This is an optimization exercise on Yosys and OpenROAD, whose aim is small area, a short achievable clock period and few clock cycles, not a production implementation. Function was checked by simulation only, so behaviour that the tests miss may differ from the original. Power figures rest on the tool's default switching activity, not on a simulated workload.

==> run a: inputs <==
==> flow/design.v <==
module alu (
    input  logic [3:0]  alusel,    
    input  logic        sub,
    input  logic [31:0] a, b,
    output logic [31:0] out,
    output logic        eq
);
logic [32:0] sum;
always_comb begin
    sum = {1'b0, a} + {1'b0, b ^ {32{sub}}} + {32'b0, sub};
    out = ({32{alusel[0]}} & sum[31:0])
        | ({32{alusel[1]}} & (a & b))
        | ({32{alusel[2]}} & (a | b))
        | ({32{alusel[3]}} & {31'b0, ~sum[32]});
    eq  = (a == b);
end
endmodule
module ALUcontrol (
    input  logic [31:0] instr,
    output logic [3:0]  alusel,
    output logic        sub
);
wire [5:0] op = instr[31:26];
wire [5:0] fn = instr[5:0];
always_comb begin
    alusel = 4'b0001;                
    sub    = 1'b0;
    if (op == 6'h00) begin
        case (fn)
            6'h20: alusel = 4'b0001;               
            6'h22: begin alusel = 4'b0001; sub = 1'b1; end  
            6'h25: alusel = 4'b0100;               
            6'h2A: begin alusel = 4'b1000; sub = 1'b1; end  
            default: alusel = 4'b0010;             
        endcase
    end
end
endmodule
module pc (
    input  logic [9:0] F,
    input  logic [9:0] offset,
    output logic [9:0] inc,
    output logic [9:0] tgt
);
always_comb begin
    inc = F + 10'd1;
    tgt = F + 10'd1 + offset;
end
endmodule
module instmem (
    input  logic        clk, rst,
    input  logic        load,       
    input  logic        squash,     
    input  logic [31:0] mem_data,
    output logic [31:0] inst,
    output logic        valid
);
always_ff @(posedge clk) begin
    if (rst)          valid <= 1'b0;
    else if (squash)  valid <= valid & ~load;
    else if (load)    valid <= 1'b1;
end
always_ff @(posedge clk) begin
    if (load) inst <= mem_data;
end
endmodule
module regmem (
    input  logic        clk, rst,
    input  logic [4:0]  R_reg1, R_reg2, W_reg,
    input  logic        regWrite,
    input  logic [31:0] W_data,
    output logic [31:0] R_data1, R_data2
);
logic [32*32-1:0] mem_array;
logic rst_q;
always_ff @(posedge clk) rst_q <= rst;
wire  [31:0] wd = rst_q ? 32'd0 : W_data;
genvar g;
generate
    for (g = 0; g < 32; g = g + 1) begin : regs
        wire en = rst_q | (regWrite && (W_reg == g));
        always_ff @(posedge clk) begin : RegMem
            if (en)
                mem_array[32*g +: 32] <= wd;
        end
    end
endgenerate
logic [31:0] sel1, sel2;
always_comb begin : RegRead
    sel1 = (32'd1 << R_reg1);
    sel2 = (32'd1 << R_reg2);
    R_data1 = 32'd0;
    R_data2 = 32'd0;
    for (int i = 0; i < 32; i++) begin
        R_data1 = R_data1 | ({32{sel1[i]}} & mem_array[32*i +: 32]);
        R_data2 = R_data2 | ({32{sel2[i]}} & mem_array[32*i +: 32]);
    end
end
endmodule
module datapath (
    input  logic        clk,rst,
    output logic [9:0]  imem_addr,
    input  logic [31:0] imem_data,
    output logic [9:0]  d_addr,
    output logic        d_wr,
    output logic [31:0] d_wdata,
    input  logic [31:0] d_rdata
);
logic [9:0]  F;
assign imem_addr = F;
logic [31:0] IR;
logic        id_v;
logic        id_we, id_lw, id_sw, id_beq, id_j, id_use_rs, id_use_rt, id_imm_b;
logic [3:0]  id_alusel;
logic        id_sub;
logic [4:0]  id_wa;
controlunit ControlUnit (
    .instr(IR),
    .we(id_we), .lw(id_lw), .sw(id_sw), .beq(id_beq), .j(id_j),
    .use_rs(id_use_rs), .use_rt(id_use_rt), .imm_b(id_imm_b),
    .wa(id_wa)
);
ALUcontrol ALUControl (
    .instr(IR),
    .alusel(id_alusel),
    .sub(id_sub)
);
wire [4:0]  rs = IR[25:21];
wire [4:0]  rt = IR[20:16];
wire [31:0] imm = {{16{IR[15]}}, IR[15:0]};
logic        m_we, m_lw;
logic [4:0]  m_wa;
logic [31:0] m_res;
wire  [31:0] m_wdata = m_lw ? d_rdata : m_res;
logic [31:0] rf_a, rf_b;
regmem Registers (
    .clk(clk), .rst(rst),
    .R_reg1(rs), .R_reg2(rt),
    .W_reg(m_wa), .regWrite(m_we), .W_data(m_wdata),
    .R_data1(rf_a), .R_data2(rf_b)
);
logic        ex_v, ex_we, ex_lw, ex_sw, ex_beq, ex_pred, ex_sub, ex_fa, ex_fb;
logic [3:0]  ex_alusel;
logic [4:0]  ex_wa;
logic [31:0] ex_a, ex_b;
logic [9:0]  ex_imm, ex_alt;
wire ex_wr  = ex_v & ex_we;
wire load_use = id_v & ex_v & ex_lw &
                ((id_use_rs & (ex_wa == rs)) | (id_use_rt & (ex_wa == rt)));
logic redirect;
logic id_fma, id_fmb;
logic [9:0] redirect_pc;
wire hold_id  = redirect & id_v & (id_beq | id_j);
wire stall    = load_use | hold_id;
wire        pred = id_beq & (IR[15] | (rs == rt));
logic [9:0] f_inc, f_tgt;
pc InstructionFetch (
    .F(F), .offset(IR[9:0]), .inc(f_inc), .tgt(f_tgt)
);
always_ff @(posedge clk) begin
    if (rst) F <= 10'd0;
    else if (redirect) F <= redirect_pc;
    else if (!stall) begin
        if (id_v & id_j)         F <= IR[9:0];
        else if (id_v & pred)    F <= f_tgt;
        else                     F <= f_inc;
    end
end
instmem InstructionMemory (
    .clk(clk), .rst(rst),
    .load(!stall), .squash(redirect),
    .mem_data(imem_data),
    .inst(IR), .valid(id_v)
);
always_ff @(posedge clk) begin
    if (rst) ex_v <= 1'b0;
    else     ex_v <= id_v & ~stall;
end
always_ff @(posedge clk) begin
    begin
        ex_we     <= id_we;
        ex_lw     <= id_lw;
        ex_sw     <= id_sw;
        ex_beq    <= id_beq;
        ex_pred   <= pred;
        ex_sub    <= id_sub;
        ex_alusel <= id_alusel;
        ex_wa     <= id_wa;
        ex_imm    <= IR[9:0];
        ex_alt    <= pred ? f_inc : f_tgt;
        ex_fa     <= ex_wr & (ex_wa == rs);
        ex_fb     <= ex_wr & (ex_wa == rt) & ~id_imm_b;
        ex_a      <= id_fma ? m_wdata : rf_a;
        ex_b      <= id_imm_b ? imm : (id_fmb ? m_wdata : rf_b);
    end
end
wire [4:0] nx_rs = imem_data[25:21];
wire [4:0] nx_rt = imem_data[20:16];
always_ff @(posedge clk) begin
    id_fma <= ex_wr & (stall ? (ex_wa == rs) : (ex_wa == nx_rs));
    id_fmb <= ex_wr & (stall ? (ex_wa == rt) : (ex_wa == nx_rt));
end
wire [31:0] opa = ex_fa ? m_res : ex_a;
wire [31:0] opb = ex_fb ? m_res : ex_b;
logic [31:0] alu_out;
logic        eq;
alu ALU (
    .alusel(ex_alusel), .sub(ex_sub),
    .a(opa), .b(opb),
    .out(alu_out), .eq(eq)
);
always_comb begin
    redirect    = ex_v & ex_beq & (eq ^ ex_pred);
    redirect_pc = ex_alt;
end
always_ff @(posedge clk) begin
    if (rst) begin
        m_we <= 1'b0;
        d_wr <= 1'b0;
    end else begin
        m_we <= ex_v & ex_we;
        d_wr <= ex_v & ex_sw;
    end
end
always_ff @(posedge clk) begin
    m_lw    <= ex_lw;
    m_wa    <= ex_wa;
    m_res   <= alu_out;
    d_addr  <= opa[9:0] + ex_imm;
    d_wdata <= opb;
end
endmodule
module controlunit (
    input  logic [31:0] instr,
    output logic        we,       
    output logic        lw, sw, beq, j,
    output logic        use_rs, use_rt,
    output logic        imm_b,    
    output logic [4:0]  wa
);
localparam logic [5:0] RType = 6'h00;
localparam logic [5:0] ADDI  = 6'h08;
localparam logic [5:0] LW    = 6'h23;
localparam logic [5:0] SW    = 6'h2B;
localparam logic [5:0] BEQ   = 6'h04;
localparam logic [5:0] JMP   = 6'h02;
wire [5:0] op = instr[31:26];
wire rtype = (op == RType);
wire addi  = (op == ADDI);
always_comb begin
    lw     = (op == LW);
    sw     = (op == SW);
    beq    = (op == BEQ);
    j      = (op == JMP);
    we     = rtype | addi | lw;
    use_rs = rtype | addi | lw | sw | beq;
    use_rt = rtype | sw | beq;
    imm_b  = addi;
    wa     = rtype ? instr[15:11] : instr[20:16];
end
endmodule
module mips (
    input  logic        clk,rst,
    output logic [9:0]  imem_addr,
    input  logic [31:0] imem_data,
    output logic [9:0]  d_addr,
    output logic        d_wr,
    output logic [31:0] d_wdata,
    input  logic [31:0] d_rdata
);
datapath Datapath(.*);
endmodule
==> flow/flow/run.sh <==
#!/bin/bash
set -euo pipefail
bash standard.sh SETUP_SLACK_MARGIN=6.5 finish > standard_flow.log 2>&1
==> flow/standard.sh <==
#!/bin/bash
# synth_recipe.tcl (not shown) runs the flow's synth.tcl, then flattens the netlist and writes it again
# the make line also repeats each setting of config.mk as NAME=value (left out here)
make -C /OpenROAD-flow-scripts/flow DESIGN_CONFIG=/design/flow/config.mk WORK_HOME=/design/flow/orfs CLKGATE_MAP_FILE= SYNTH_SCRIPT=/design/flow/synth_recipe.tcl "${@:-finish}"
==> flow/config.mk <==
export PLATFORM = sky130hd
export DESIGN_NAME = mips
export DESIGN_NICKNAME = mips
export VERILOG_FILES = /design/flow/design.v
export SDC_FILE = /design/flow/constraint.sdc
export NUM_CORES = 4
export LEC_CHECK = 0
export ABC_CLOCK_PERIOD_IN_PS = 3000
export CAP_MARGIN = 20
export CORE_MARGIN = 2
export CORE_UTILIZATION = 40
export CTS_CLUSTER_DIAMETER = 100
export CTS_CLUSTER_SIZE = 20
export PLACE_DENSITY = 0.6
export SLEW_MARGIN = 20
==> flow/constraint.sdc <==
create_clock -name core_clock -period 10.0 [get_ports {clk}]
set_input_delay 2.0000 -clock core_clock [delete_from_list [all_inputs] [get_ports {clk}]]
set_output_delay 2.0000 -clock core_clock [all_outputs]
set_load 0.01 [all_outputs]
==> inputs of run b, as changes to run a <==
--- a/flow/design.v
+++ b/flow/design.v
@@ -3,3 +3,3 @@
     input  logic        sub,
-    input  logic [31:0] a, b,
+    input  logic [31:0] a, b,      
     output logic [31:0] out,
@@ -7,9 +7,9 @@
 );
-logic [32:0] sum;
-always_comb begin
-    sum = {1'b0, a} + {1'b0, b ^ {32{sub}}} + {32'b0, sub};
-    out = ({32{alusel[0]}} & sum[31:0])
+logic [33:0] sum;
+always_comb begin
+    sum = {1'b0, a, 1'b1} + {1'b0, b, sub};
+    out = ({32{alusel[0]}} & sum[32:1])
         | ({32{alusel[1]}} & (a & b))
         | ({32{alusel[2]}} & (a | b))
-        | ({32{alusel[3]}} & {31'b0, ~sum[32]});
+        | ({32{alusel[3]}} & {31'b0, ~sum[33]});
     eq  = (a == b);
@@ -68,3 +68,4 @@
     input  logic        clk, rst,
-    input  logic [4:0]  R_reg1, R_reg2, W_reg,
+    input  logic [31:0] R_sel1, R_sel2,    
+    input  logic [4:0]  W_reg,
     input  logic        regWrite,
@@ -87,6 +88,3 @@
 endgenerate
-logic [31:0] sel1, sel2;
 always_comb begin : RegRead
-    sel1 = (32'd1 << R_reg1);
-    sel2 = (32'd1 << R_reg2);
     R_data1 = 32'd0;
@@ -94,4 +92,4 @@
     for (int i = 0; i < 32; i++) begin
-        R_data1 = R_data1 | ({32{sel1[i]}} & mem_array[32*i +: 32]);
-        R_data2 = R_data2 | ({32{sel2[i]}} & mem_array[32*i +: 32]);
+        R_data1 = R_data1 | ({32{R_sel1[i]}} & mem_array[32*i +: 32]);
+        R_data2 = R_data2 | ({32{R_sel2[i]}} & mem_array[32*i +: 32]);
     end
@@ -135,5 +133,6 @@
 logic [31:0] rf_a, rf_b;
+logic [31:0] rsel_a, rsel_b;    
 regmem Registers (
     .clk(clk), .rst(rst),
-    .R_reg1(rs), .R_reg2(rt),
+    .R_sel1(rsel_a), .R_sel2(rsel_b),
     .W_reg(m_wa), .regWrite(m_we), .W_data(m_wdata),
@@ -141,3 +140,4 @@
 );
-logic        ex_v, ex_we, ex_lw, ex_sw, ex_beq, ex_pred, ex_sub, ex_fa, ex_fb;
+logic        ex_v, ex_we, ex_lw, ex_sw, ex_beq, ex_pred, ex_sub;
+logic [31:0] alu_out;
 logic [3:0]  ex_alusel;
@@ -146,12 +146,12 @@
 logic [9:0]  ex_imm, ex_alt;
-wire ex_wr  = ex_v & ex_we;
-wire load_use = id_v & ex_v & ex_lw &
-                ((id_use_rs & (ex_wa == rs)) | (id_use_rt & (ex_wa == rt)));
-logic redirect;
+wire ex_wr = ex_v & ex_we;
+wire stall = id_v & ex_v & ex_lw &
+             ((id_use_rs & (ex_wa == rs)) | (id_use_rt & (ex_wa == rt)));
+wire fwd_ex_a = ex_wr & ~ex_lw & (ex_wa == rs);
+wire fwd_ex_b = ex_wr & ~ex_lw & (ex_wa == rt);
 logic id_fma, id_fmb;
-logic [9:0] redirect_pc;
-wire hold_id  = redirect & id_v & (id_beq | id_j);
-wire stall    = load_use | hold_id;
+logic ex_j, ex_lost;
+logic mis, lost_beq, lost_j, eq;
 wire        pred = id_beq & (IR[15] | (rs == rt));
-logic [9:0] f_inc, f_tgt;
+logic [9:0] f_inc, f_tgt, f_tgt_ex;
 pc InstructionFetch (
@@ -159,5 +159,10 @@
 );
+pc LostTarget (
+    .F(F), .offset(ex_imm), .inc(), .tgt(f_tgt_ex)
+);
 always_ff @(posedge clk) begin
     if (rst) F <= 10'd0;
-    else if (redirect) F <= redirect_pc;
+    else if (mis)      F <= ex_alt;
+    else if (lost_beq) F <= eq ? f_tgt_ex : f_inc;
+    else if (lost_j)   F <= ex_alt;
     else if (!stall) begin
@@ -170,3 +175,3 @@
     .clk(clk), .rst(rst),
-    .load(!stall), .squash(redirect),
+    .load(!stall), .squash(mis),
     .mem_data(imem_data),
@@ -189,7 +194,7 @@
         ex_imm    <= IR[9:0];
-        ex_alt    <= pred ? f_inc : f_tgt;
-        ex_fa     <= ex_wr & (ex_wa == rs);
-        ex_fb     <= ex_wr & (ex_wa == rt) & ~id_imm_b;
-        ex_a      <= id_fma ? m_wdata : rf_a;
-        ex_b      <= id_imm_b ? imm : (id_fmb ? m_wdata : rf_b);
+        ex_j      <= id_j;
+        ex_lost   <= mis;
+        ex_alt    <= id_j ? IR[9:0] : (pred ? f_inc : f_tgt);
+        ex_a      <= fwd_ex_a ? alu_out : (id_fma ? m_wdata : rf_a);
+        ex_b      <= id_imm_b ? imm : ((fwd_ex_b ? alu_out : (id_fmb ? m_wdata : rf_b)) ^ {32{id_sub}});
     end
@@ -202,9 +207,11 @@
 end
-wire [31:0] opa = ex_fa ? m_res : ex_a;
-wire [31:0] opb = ex_fb ? m_res : ex_b;
-logic [31:0] alu_out;
-logic        eq;
+wire [4:0] sel_rs = stall ? rs : nx_rs;
+wire [4:0] sel_rt = stall ? rt : nx_rt;
+always_ff @(posedge clk) begin
+    rsel_a <= 32'd1 << sel_rs;
+    rsel_b <= 32'd1 << sel_rt;
+end
 alu ALU (
     .alusel(ex_alusel), .sub(ex_sub),
-    .a(opa), .b(opb),
+    .a(ex_a), .b(ex_b),
     .out(alu_out), .eq(eq)
@@ -212,4 +219,5 @@
 always_comb begin
-    redirect    = ex_v & ex_beq & (eq ^ ex_pred);
-    redirect_pc = ex_alt;
+    mis      = ex_v & ex_beq & ~ex_lost & (eq ^ ex_pred);
+    lost_beq = ex_v & ex_beq &  ex_lost;
+    lost_j   = ex_v & ex_j   &  ex_lost;
 end
@@ -228,4 +236,4 @@
     m_res   <= alu_out;
-    d_addr  <= opa[9:0] + ex_imm;
-    d_wdata <= opb;
+    d_addr  <= ex_a[9:0] + ex_imm;
+    d_wdata <= ex_b;
 end
==> flow/flow/run.sh (replaced) <==
#!/bin/bash
set -euo pipefail
bash standard.sh SETUP_SLACK_MARGIN=6.85 "BUFFER_PORTS_ARGS=-buffer_cell sky130_fd_sc_hd__buf_2" finish > standard_flow.log 2>&1
CAP_MARGIN = 10   (was 20)
PLACE_DENSITY = 0.7   (was 0.6)
SLEW_MARGIN = 10   (was 20)
==> inputs of run c, as changes to run a <==
--- a/flow/design.v
+++ b/flow/design.v
@@ -3,3 +3,3 @@
     input  logic        sub,
-    input  logic [31:0] a, b,
+    input  logic [31:0] a, b,      
     output logic [31:0] out,
@@ -7,9 +7,9 @@
 );
-logic [32:0] sum;
-always_comb begin
-    sum = {1'b0, a} + {1'b0, b ^ {32{sub}}} + {32'b0, sub};
-    out = ({32{alusel[0]}} & sum[31:0])
+logic [33:0] sum;
+always_comb begin
+    sum = {1'b0, a, 1'b1} + {1'b0, b, sub};
+    out = ({32{alusel[0]}} & sum[32:1])
         | ({32{alusel[1]}} & (a & b))
         | ({32{alusel[2]}} & (a | b))
-        | ({32{alusel[3]}} & {31'b0, ~sum[32]});
+        | ({32{alusel[3]}} & {31'b0, ~sum[33]});
     eq  = (a == b);
@@ -68,3 +68,4 @@
     input  logic        clk, rst,
-    input  logic [4:0]  R_reg1, R_reg2, W_reg,
+    input  logic [31:0] R_sel1, R_sel2,    
+    input  logic [4:0]  W_reg,
     input  logic        regWrite,
@@ -87,6 +88,3 @@
 endgenerate
-logic [31:0] sel1, sel2;
 always_comb begin : RegRead
-    sel1 = (32'd1 << R_reg1);
-    sel2 = (32'd1 << R_reg2);
     R_data1 = 32'd0;
@@ -94,4 +92,4 @@
     for (int i = 0; i < 32; i++) begin
-        R_data1 = R_data1 | ({32{sel1[i]}} & mem_array[32*i +: 32]);
-        R_data2 = R_data2 | ({32{sel2[i]}} & mem_array[32*i +: 32]);
+        R_data1 = R_data1 | ({32{R_sel1[i]}} & mem_array[32*i +: 32]);
+        R_data2 = R_data2 | ({32{R_sel2[i]}} & mem_array[32*i +: 32]);
     end
@@ -135,5 +133,6 @@
 logic [31:0] rf_a, rf_b;
+logic [31:0] rsel_a, rsel_b;    
 regmem Registers (
     .clk(clk), .rst(rst),
-    .R_reg1(rs), .R_reg2(rt),
+    .R_sel1(rsel_a), .R_sel2(rsel_b),
     .W_reg(m_wa), .regWrite(m_we), .W_data(m_wdata),
@@ -141,3 +140,4 @@
 );
-logic        ex_v, ex_we, ex_lw, ex_sw, ex_beq, ex_pred, ex_sub, ex_fa, ex_fb;
+logic        ex_v, ex_we, ex_lw, ex_sw, ex_beq, ex_pred, ex_sub;
+logic [31:0] alu_out;
 logic [3:0]  ex_alusel;
@@ -146,12 +146,12 @@
 logic [9:0]  ex_imm, ex_alt;
-wire ex_wr  = ex_v & ex_we;
-wire load_use = id_v & ex_v & ex_lw &
-                ((id_use_rs & (ex_wa == rs)) | (id_use_rt & (ex_wa == rt)));
-logic redirect;
+wire ex_wr = ex_v & ex_we;
+wire stall = id_v & ex_v & ex_lw &
+             ((id_use_rs & (ex_wa == rs)) | (id_use_rt & (ex_wa == rt)));
+wire fwd_ex_a = ex_wr & ~ex_lw & (ex_wa == rs);
+wire fwd_ex_b = ex_wr & ~ex_lw & (ex_wa == rt);
 logic id_fma, id_fmb;
-logic [9:0] redirect_pc;
-wire hold_id  = redirect & id_v & (id_beq | id_j);
-wire stall    = load_use | hold_id;
+logic ex_j, ex_lost;
+logic mis, lost_beq, lost_j, eq;
 wire        pred = id_beq & (IR[15] | (rs == rt));
-logic [9:0] f_inc, f_tgt;
+logic [9:0] f_inc, f_tgt, f_tgt_ex;
 pc InstructionFetch (
@@ -159,5 +159,10 @@
 );
+pc LostTarget (
+    .F(F), .offset(ex_imm), .inc(), .tgt(f_tgt_ex)
+);
 always_ff @(posedge clk) begin
     if (rst) F <= 10'd0;
-    else if (redirect) F <= redirect_pc;
+    else if (mis)      F <= ex_alt;
+    else if (lost_beq) F <= eq ? f_tgt_ex : f_inc;
+    else if (lost_j)   F <= ex_alt;
     else if (!stall) begin
@@ -170,3 +175,3 @@
     .clk(clk), .rst(rst),
-    .load(!stall), .squash(redirect),
+    .load(!stall), .squash(mis),
     .mem_data(imem_data),
@@ -189,7 +194,7 @@
         ex_imm    <= IR[9:0];
-        ex_alt    <= pred ? f_inc : f_tgt;
-        ex_fa     <= ex_wr & (ex_wa == rs);
-        ex_fb     <= ex_wr & (ex_wa == rt) & ~id_imm_b;
-        ex_a      <= id_fma ? m_wdata : rf_a;
-        ex_b      <= id_imm_b ? imm : (id_fmb ? m_wdata : rf_b);
+        ex_j      <= id_j;
+        ex_lost   <= mis;
+        ex_alt    <= id_j ? IR[9:0] : (pred ? f_inc : f_tgt);
+        ex_a      <= fwd_ex_a ? alu_out : (id_fma ? m_wdata : rf_a);
+        ex_b      <= id_imm_b ? imm : ((fwd_ex_b ? alu_out : (id_fmb ? m_wdata : rf_b)) ^ {32{id_sub}});
     end
@@ -202,9 +207,11 @@
 end
-wire [31:0] opa = ex_fa ? m_res : ex_a;
-wire [31:0] opb = ex_fb ? m_res : ex_b;
-logic [31:0] alu_out;
-logic        eq;
+wire [4:0] sel_rs = stall ? rs : nx_rs;
+wire [4:0] sel_rt = stall ? rt : nx_rt;
+always_ff @(posedge clk) begin
+    rsel_a <= 32'd1 << sel_rs;
+    rsel_b <= 32'd1 << sel_rt;
+end
 alu ALU (
     .alusel(ex_alusel), .sub(ex_sub),
-    .a(opa), .b(opb),
+    .a(ex_a), .b(ex_b),
     .out(alu_out), .eq(eq)
@@ -212,4 +219,5 @@
 always_comb begin
-    redirect    = ex_v & ex_beq & (eq ^ ex_pred);
-    redirect_pc = ex_alt;
+    mis      = ex_v & ex_beq & ~ex_lost & (eq ^ ex_pred);
+    lost_beq = ex_v & ex_beq &  ex_lost;
+    lost_j   = ex_v & ex_j   &  ex_lost;
 end
@@ -228,4 +236,4 @@
     m_res   <= alu_out;
-    d_addr  <= opa[9:0] + ex_imm;
-    d_wdata <= opb;
+    d_addr  <= ex_a[9:0] + ex_imm;
+    d_wdata <= ex_b;
 end
==> flow/flow/run.sh (replaced) <==
#!/bin/bash
set -euo pipefail
bash standard.sh SETUP_SLACK_MARGIN=6.85 "BUFFER_PORTS_ARGS=-buffer_cell sky130_fd_sc_hd__buf_2" finish > standard_flow.log 2>&1
==> run summary <==
Result of the run: run b complete, no violations; run c complete, no violations; run a complete, no violations
End point of the critical path: run b Datapath.ex_a[18]$_DFF_P_; run c imem_addr[0]; run a Datapath.m_res[31]$_DFF_P_
Sequential fraction of the synthesis area: run b 65.15%; run c 65.15%; run a 65.23%
Worst EP arrival: run b 4.03 ns; run c 1.26 ns; run a 4.20 ns
PnR Total Power: run b 13.89 mW; run c 13.98 mW; run a 13.34 mW
Initial Util: run b 40.16%; run c 40.16%; run a 40.32%
Post-synthesis sequential element count: run b 1318; run c 1318; run a 1254
Std-Cell Rows: run b 138; run c 138; run a 135
Library cell contributing the largest single delay on the critical path: run b sky130_fd_sc_hd__dfxtp_2; run c sky130_fd_sc_hd__dfxtp_4; run a sky130_fd_sc_hd__or4b_4
Post-CTS setup repair buffer count: run b 13; run c 22; run a 44
Sw Ratio: run b 31.20%; run c 31.37%; run a 30.99%
Xor and xnor area share after synthesis: run b 1.467%; run c 1.467%; run a 1.665%
Comb_multi_in: run b 2530; run c 2530; run a 2379
Cell internal power dissipation: run b 9.556 mW; run c 9.592 mW; run a 9.203 mW
Fraction of power consumed by the clock network: run b 23.8%; run c 24.0%; run a 23.6%
X dimension of the die: run b 380.6 µm; run c 380.6 µm; run a 373.8 µm
Testbench counts of run a, summed over its fixed seeds: cycles 106,156.
Testbench counts of run b, summed over its fixed seeds: cycles 106,009.
Testbench counts of run c, summed over its fixed seeds: cycles 106,009.

## afterwards: timing with drivers on the ports
Ports are ideal in the flow. The routed layouts listed here were re-timed in OpenROAD.
Step 1 (the two cells are an assumption about what drives the block):
set clk [get_ports {clk}]
set_driving_cell -lib_cell sky130_fd_sc_hd__clkbuf_16 $clk
set_driving_cell -lib_cell sky130_fd_sc_hd__buf_2 [delete_from_list [all_inputs] $clk]
Step 2 also shifts input and output timing later by t, the mid clock arrival at the registers, as if the neighbouring blocks saw the same clock.
a / b / c = no drivers / after step 1 / after step 2; a / b = the first two.
| run | shift t [ns] | slack for setup (ns) | slew at the worst register clock pin (ns) |
|---|---|---|---|
| run a | 0.793 | 6.386 / 6.386 / 6.018 | 0.10 / 0.10 |
| run b | 0.780 | 6.626 / 6.626 / 6.135 | 0.10 / 0.10 |
| run c | 0.823 | 6.741 / 6.653 / 6.195 | 0.10 / 0.10 |
After both steps setup and hold are still met in every run listed. The setup slack of run c, which loses most, moves by -0.088 ns with the drivers and by -0.546 ns with both steps.
